This design comes from an exercise in tuning for small area on the open sky130 flow, not from production work.
RTL that was checked went through simulation tests only; none was proved equivalent to the original.
Power figures rest on the tool's default switching activity, not on a simulated workload.

## 03-09
## printer_core
module printer_core(
	input	wire			clk,
	input	wire			rst,
	input	wire	[9:0]	flags_out,
	input	wire	[9:0]	configuration_1,
	input	wire	[31:0]	stepper_1_speed,
	input	wire	[31:0]	stepper_2_speed,
	input	wire	[31:0]	stepper_3_speed,
	input	wire	[31:0]	stepper_4_speed,
	input	wire	[31:0]	stepper_1_steps_out,
	input	wire	[31:0]	stepper_2_steps_out,
	input	wire	[31:0]	stepper_3_steps_out,
	input	wire	[31:0]	stepper_4_steps_out,
	input	wire	[11:0]	temp_bed_bottom,
	input	wire	[11:0]	temp_bed_upper,
	input	wire	[11:0]	temp_e1_bottom,
	input	wire	[11:0]	temp_e1_upper,
	input	wire	[5:0]	endstop_raw,	 
	input	wire	[11:0]	temp_e1,
	input	wire	[11:0]	temp_bed,
	output	wire	[2:0]	flags_in,
	output	wire	[5:0]	end_stop,
	output	wire	[31:0]	stepper_1_steps_in,
	output	wire	[31:0]	stepper_2_steps_in,
	output	wire	[31:0]	stepper_3_steps_in,
	output	wire	[31:0]	stepper_4_steps_in,
	output	wire	[3:0]	step,
	output	wire	[3:0]	dir,
	output	wire	[3:0]	enable,
	output	wire			heater_bed,
	output	wire			heater_e1
);
export LEC_CHECK = 0
export CAP_MARGIN = 20
export CORE_MARGIN = 2
export CORE_UTILIZATION = 40
export CTS_BUF_LIST = sky130_fd_sc_hd__clkbuf_4
export SLEW_MARGIN = 20
create_clock -name core_clock -period 10.0 [get_ports {clk}]
run.sh (not shown) runs the stock make flow with config.mk's settings and CLKGATE_MAP_FILE= SYNTH_SCRIPT=/design/flow/synth_recipe.tcl, a recipe that flattens the netlist after the stock synthesis.
For 06-12, these inputs were changed with respect to 03-09:
Settings: CTS_BUF_LIST: sky130_fd_sc_hd__clkbuf_4 -> unset.
--- outcome ---
Taking 03-09 as the reference, in 06-12 via count dropped 2.9%, worst hold slack shows an increase of 0.015 ns, data required time of the worst path went down by 0.44 ns.
First-pass GRT wire length: 06-12 < 03-09
| total of plain and repair buffers excluding clock buffers | 06-12 vs 03-09 | ≈ equal |
Lower number of CTS-inserted buffers goes to 06-12 over 03-09.
Summary of 06-12 over 03-09: global-route usage decreased by 0.45 points relative to the old numbers, share of the clock period used by the worst path decreased by 0.56 points relative to the old numbers.
Worst-case reg-to-reg path depth: 06-12 vs 03-09 identical
Compared with 03-09, in 06-12 sequential share of layout area decreased 0.20 points; vias per cell increased 1.2%.
No functional check of the RTL was part of any run of this note.

========
printer_core, a different RTL version from the one above (not shown whole).
For scale: ~510 I/O pins, ~44000 µm² of cells after synthesis.
==> flow/config.mk <==
export PLATFORM = sky130hd
export DESIGN_NAME = printer_core
export DESIGN_NICKNAME = printer_core
export VERILOG_FILES = /design/flow/design.v
export SDC_FILE = /design/flow/constraint.sdc
export NUM_CORES = 4
export LEC_CHECK = 0
export ABC_AREA = 1
export CAP_MARGIN = 20
export CORE_MARGIN = 2
export CORE_UTILIZATION = 65
export CTS_CLUSTER_DIAMETER = 100
export CTS_CLUSTER_SIZE = 25
export SLEW_MARGIN = 20
==> flow/constraint.sdc <==
create_clock -name core_clock -period 10.0 [get_ports {clk}]
set_input_delay 2.0000 -clock core_clock [delete_from_list [all_inputs] [get_ports {clk}]]
set_output_delay 2.0000 -clock core_clock [all_outputs]
set_load 0.01 [all_outputs]
standard.sh (not shown) runs the stock make flow with config.mk's settings and CLKGATE_MAP_FILE= SYNTH_SCRIPT=/design/flow/synth_recipe.tcl, a recipe that flattens the netlist after the stock synthesis.
==> flow/flow/run.sh <==
#!/bin/bash
# The standard layout (standard.sh: ORFS synthesis to final) with two changes
# to how it is made:
#  - synthesis maps the logic with an area-oriented ABC script
#    (flow/abc_area.script, used through ABC_AREA=1 in config.mk) in place of
#    ORFS's; only the combinational mapping changes, so the registers, their
#    names and cell types are those of the standard synthesis;
#  - the input and output ports get the smallest buffer,
#    sky130_fd_sc_hd__buf_1, instead of the one buffer_ports picks.
# ORFS writes each step's log under orfs/logs; make's own output goes to
# standard.log.
set -euo pipefail
rm -rf scripts_area
cp -r "$FLOW_HOME/scripts" scripts_area
cp flow/abc_area.script scripts_area/abc_area.script
export BUFFER_PORTS_ARGS="-buffer_cell sky130_fd_sc_hd__buf_1"
bash standard.sh SCRIPTS_DIR="$PWD/scripts_area" finish > standard.log 2>&1
==> flow/flow/abc_area.script <==
strash
&get -n
&fraig -x
&put
scorr
dc2
strash
dch -f
amap -m -F 2 -A 8
The baseline ran to the end with no violations.
Next try:
==> flow/flow/run.sh (replaced) <==
#!/bin/bash
# The standard layout (standard.sh: ORFS synthesis to final) with changes to
# how it is made:
#  - synthesis maps the logic with an area-oriented ABC script
#    (flow/abc_area.script, used through ABC_AREA=1 in config.mk) in place of
#    ORFS's, and leaves adders to ABC instead of extracting full and half
#    adder cells first (ADDER_MAP_FILE empty); only the combinational
#    mapping changes, so the registers, their names and cell types are those
#    of the standard synthesis;
#  - the input and output ports get the smallest buffer,
#    sky130_fd_sc_hd__buf_1, instead of the one buffer_ports picks.
# ORFS writes each step's log under orfs/logs; make's own output goes to
# standard.log.
set -euo pipefail
rm -rf scripts_area
cp -r "$FLOW_HOME/scripts" scripts_area
cp flow/abc_area.script scripts_area/abc_area.script
export BUFFER_PORTS_ARGS="-buffer_cell sky130_fd_sc_hd__buf_1"
bash standard.sh SCRIPTS_DIR="$PWD/scripts_area" ADDER_MAP_FILE= finish > standard.log 2>&1
Result: The new run produced a clean layout. Wire length is higher by 8.2%. Non-clock buffer count rose by 35. Sequential power came out higher by about 0.8%. Area after synthesis goes down by 4.9%. Via count goes up by 18%. Cell area fell by 3.8%. Total power grows by 1.7%. Utilization rises by 1.4 points.
Next try:
==> flow/flow/run.sh (replaced) <==
#!/bin/bash
# The standard layout (standard.sh: ORFS synthesis to final), except that the
# input and output ports get the smallest buffer, sky130_fd_sc_hd__buf_1,
# instead of the one buffer_ports picks by default. ORFS writes each step's
# log under orfs/logs; make's own output goes to standard.log.
set -euo pipefail
export BUFFER_PORTS_ARGS="-buffer_cell sky130_fd_sc_hd__buf_1"
bash standard.sh > standard.log 2>&1
Settings changed: ABC_AREA 1 to not set.
removed: flow/flow/abc_area.script
=> Clock power barely changes; routed wire length went down by 15%; power went down by 0.71%; sequential share of layout area went down by 2.6 points; final cell count went down by 13%; area after synthesis went up by 8.9%; global-route usage went down by 6.5 points; critical path depth went down by 29; core utilization went down by 2.1 points; cell area went up by 5.8%.

========
Another version of the RTL of printer_core (not shown whole).
For scale: about 4100 cells after synthesis, roughly 510 I/O pins, roughly 45000 sq um of cells after synthesis.
export LEC_CHECK = 0
export CAP_MARGIN = 20
export CORE_MARGIN = 2
export CORE_UTILIZATION = 65
export CTS_CLUSTER_DIAMETER = 100
export CTS_CLUSTER_SIZE = 30
export SLEW_MARGIN = 20
create_clock -name core_clock -period 10.0 [get_ports {clk}]
==> flow/flow/run.sh <==
#!/bin/bash
# The standard layout (standard.sh: ORFS synthesis to final), except that the
# input and output ports get the smallest buffer, sky130_fd_sc_hd__buf_1,
# instead of the one buffer_ports picks by default. ORFS writes each step's
# log under orfs/logs; make's own output goes to standard.log.
set -euo pipefail
export BUFFER_PORTS_ARGS="-buffer_cell sky130_fd_sc_hd__buf_1"
bash standard.sh > standard.log 2>&1
Then changed:
CTS_CLUSTER_SIZE = 25   (was 30)
Hold slack barely changes.
Die area does not change.
Maximum frequency barely changes.
Clock power went up by about 5%.
Register-to-register slack is worse by 0.04 ns.
Non-clock buffer count fell by 2.
Sequential cell count does not change.
Via count hardly moves.
Clock skew climbs by 0.0046 ns.
Function was not checked in any run of this note: the RTL went through the layout flow alone.

========
== 07-23 ==
Another version of the RTL of printer_core (not shown whole).
Size in the first run: ~4200 cells after synthesis, roughly 1100 flip-flops, ~510 I/O pins, roughly 0.045 mm^2 of cells after synthesis.
Design printer_core, start of the top module:
module printer_core(
	input	wire			clk,
	input	wire			rst,
	input	wire	[9:0]	flags_out,
	input	wire	[9:0]	configuration_1,
	input	wire	[31:0]	stepper_1_speed,
	input	wire	[31:0]	stepper_2_speed,
	input	wire	[31:0]	stepper_3_speed,
	input	wire	[31:0]	stepper_4_speed,
	input	wire	[31:0]	stepper_1_steps_out,
	input	wire	[31:0]	stepper_2_steps_out,
	input	wire	[31:0]	stepper_3_steps_out,
	input	wire	[31:0]	stepper_4_steps_out,
	input	wire	[11:0]	temp_bed_bottom,
	input	wire	[11:0]	temp_bed_upper,
	input	wire	[11:0]	temp_e1_bottom,
	input	wire	[11:0]	temp_e1_upper,
	input	wire	[5:0]	endstop_raw,	 
	input	wire	[11:0]	temp_e1,
	input	wire	[11:0]	temp_bed,
	output	wire	[2:0]	flags_in,
	output	wire	[5:0]	end_stop,
	output	wire	[31:0]	stepper_1_steps_in,
	output	wire	[31:0]	stepper_2_steps_in,
	output	wire	[31:0]	stepper_3_steps_in,
	output	wire	[31:0]	stepper_4_steps_in,
	output	wire	[3:0]	step,
	output	wire	[3:0]	dir,
	output	wire	[3:0]	enable,
	output	wire			heater_bed,
	output	wire			heater_e1
);
export LEC_CHECK = 0
export CAP_MARGIN = 20
export CORE_MARGIN = 2
export CORE_UTILIZATION = 40
export SLEW_MARGIN = 20
create_clock -name core_clock -period 10.0 [get_ports {clk}]
Scripts as last shown in full above: flow/flow/run.sh
Edits applied to the flow inputs when going from 07-23 to 05-14:
Settings: setting CTS_CLUSTER_SIZE to 30 for the first time; setting CTS_CLUSTER_DIAMETER to 100 for the first time.
[summary]
Every stage of the flow completed for 05-14, and the final layout passed the timing, design-rule and antenna checks.
07-23 → 05-14: maximum single-stage delay on the critical path went up; cell-internal power went down; wire length went down; utilization went down; clock tree skew after final layout went down.
Sort 07-23 and 05-14 by fraction of power consumed by combinational cells desc -> top: 05-14

========
Setup of alpha:
Another version of the RTL of printer_core (not shown whole).
For scale: ~4,800 cells after synthesis, roughly 1,100 flip-flops, about 510 I/O pins.
clock: 10.0 ns
lec_check: 0
abc_area: 1
cap_margin: 20
core_margin: 2
core_utilization: 75
cts_buf_list: sky130_fd_sc_hd__clkbuf_8
cts_cluster_diameter: 80
cts_cluster_size: 16
slew_margin: 20
==> flow/flow/run.sh <==
#!/bin/bash
# The standard layout (standard.sh: ORFS synthesis to final) with changes to
# how it is made:
#  - synthesis maps the logic with an area-oriented ABC script
#    (flow/abc_area.script, used through ABC_AREA=1 in config.mk) in place of
#    ORFS's, and leaves adders to ABC instead of extracting full and half
#    adder cells first (ADDER_MAP_FILE empty); only the combinational
#    mapping changes, so the registers, their names and cell types are those
#    of the standard synthesis;
#  - the input and output ports get the smallest buffer,
#    sky130_fd_sc_hd__buf_1, instead of the one buffer_ports picks.
# ORFS writes each step's log under orfs/logs; make's own output goes to
# standard.log.
set -euo pipefail
rm -rf scripts_area
cp -r "$FLOW_HOME/scripts" scripts_area
cp flow/abc_area.script scripts_area/abc_area.script
export BUFFER_PORTS_ARGS="-buffer_cell sky130_fd_sc_hd__buf_1"
bash standard.sh SCRIPTS_DIR="$PWD/scripts_area" ADDER_MAP_FILE= finish > standard.log 2>&1
==> flow/flow/abc_area.script <==
strash
&get -n
&fraig -x
&put
scorr
dc2
strash
dch -f
amap -m -F 2 -A 8
alpha finished all stages; the layout is clean.
diff inputs: alpha => gamma
diff --git a/flow/flow/run.sh b/flow/flow/run.sh
--- a/flow/flow/run.sh
+++ b/flow/flow/run.sh
@@ -9,5 +9,7 @@
 #    of the standard synthesis;
 #  - the input and output ports get the smallest buffer,
-#    sky130_fd_sc_hd__buf_1, instead of the one buffer_ports picks.
+#    sky130_fd_sc_hd__buf_1, instead of the one buffer_ports picks;
+#  - clock tree synthesis (CTS_ARGS, the settings of config.mk written out)
+#    inserts no dummy loads.
 # ORFS writes each step's log under orfs/logs; make's own output goes to
 # standard.log.
@@ -17,3 +19,4 @@
 cp flow/abc_area.script scripts_area/abc_area.script
 export BUFFER_PORTS_ARGS="-buffer_cell sky130_fd_sc_hd__buf_1"
+export CTS_ARGS="-sink_clustering_enable -repair_clock_nets -sink_clustering_size 16 -sink_clustering_max_diameter 80 -buf_list sky130_fd_sc_hd__clkbuf_8 -dont_use_dummy_load"
 bash standard.sh SCRIPTS_DIR="$PWD/scripts_area" ADDER_MAP_FILE= finish > standard.log 2>&1
==> comparison <==
gamma completed end to end with timing, DRC and antenna clean. Relative to alpha, worst setup slack after layout has increased by 0.023 ns in gamma. Clock network area share was lower in gamma than in alpha. Design area went down slightly going from alpha to gamma.

separate check: timing with driven ports:
Ports are ideal in the flow. The routed layouts listed here were re-timed in OpenROAD. Step 1, drivers: a clkbuf_16 drives clk and a buf_2 each remaining input, both assumed. Step 2 moves the port delays by t, midway between the first and last clock arrival at a register: inputs arrive t later, outputs are due t later. That takes back most of the time a late clock gives input paths. a / b / c = no drivers / after step 1 / after step 2; a / b = the first two.
run	t (ns)	setup slack, ns	worst setup path after step 2	slew at the worst register clock pin (ns)	worst slew at a driven data input, ns
03-09	1.215	1.245 / 1.245 / 1.127	input to register	0.07 / 0.07	0.18
06-12	0.772	1.301 / 1.301 / 1.101	input to register	0.07 / 0.07	0.18
the first run of note 2	0.703	0.878 / 0.927 / 0.224	input to register	0.11 / 0.11	0.20
the second run of note 2	0.704	0.781 / 0.830 / 0.126	input to register	0.11 / 0.11	0.13
the third run of note 2	0.690	2.147 / 2.189 / 1.499	input to register	0.10 / 0.10	0.12
the first run of note 3	0.675	0.283 / 0.327 / -0.349	input to register	0.12 / 0.12	0.12
the second run of note 3	0.695	0.291 / 0.337 / -0.357	input to register	0.11 / 0.11	0.12
07-23	0.761	0.324 / 0.371 / -0.390	input to register	0.07 / 0.07	0.12
05-14	0.725	0.297 / 0.339 / -0.386	input to register	0.12 / 0.12	0.13
alpha	0.764	0.798 / 0.799 / 0.034	input to register	0.11 / 0.11	0.16
gamma	0.735	0.821 / 0.839 / 0.105	input to register	0.11 / 0.11	0.18
Met with ideal ports but missed after step 2: setup timing in the first run of note 3, the second run of note 3, 07-23 and 05-14. The setup slack of alpha, which loses most, moves by +0.001 ns with the drivers and by -0.764 ns with both steps.
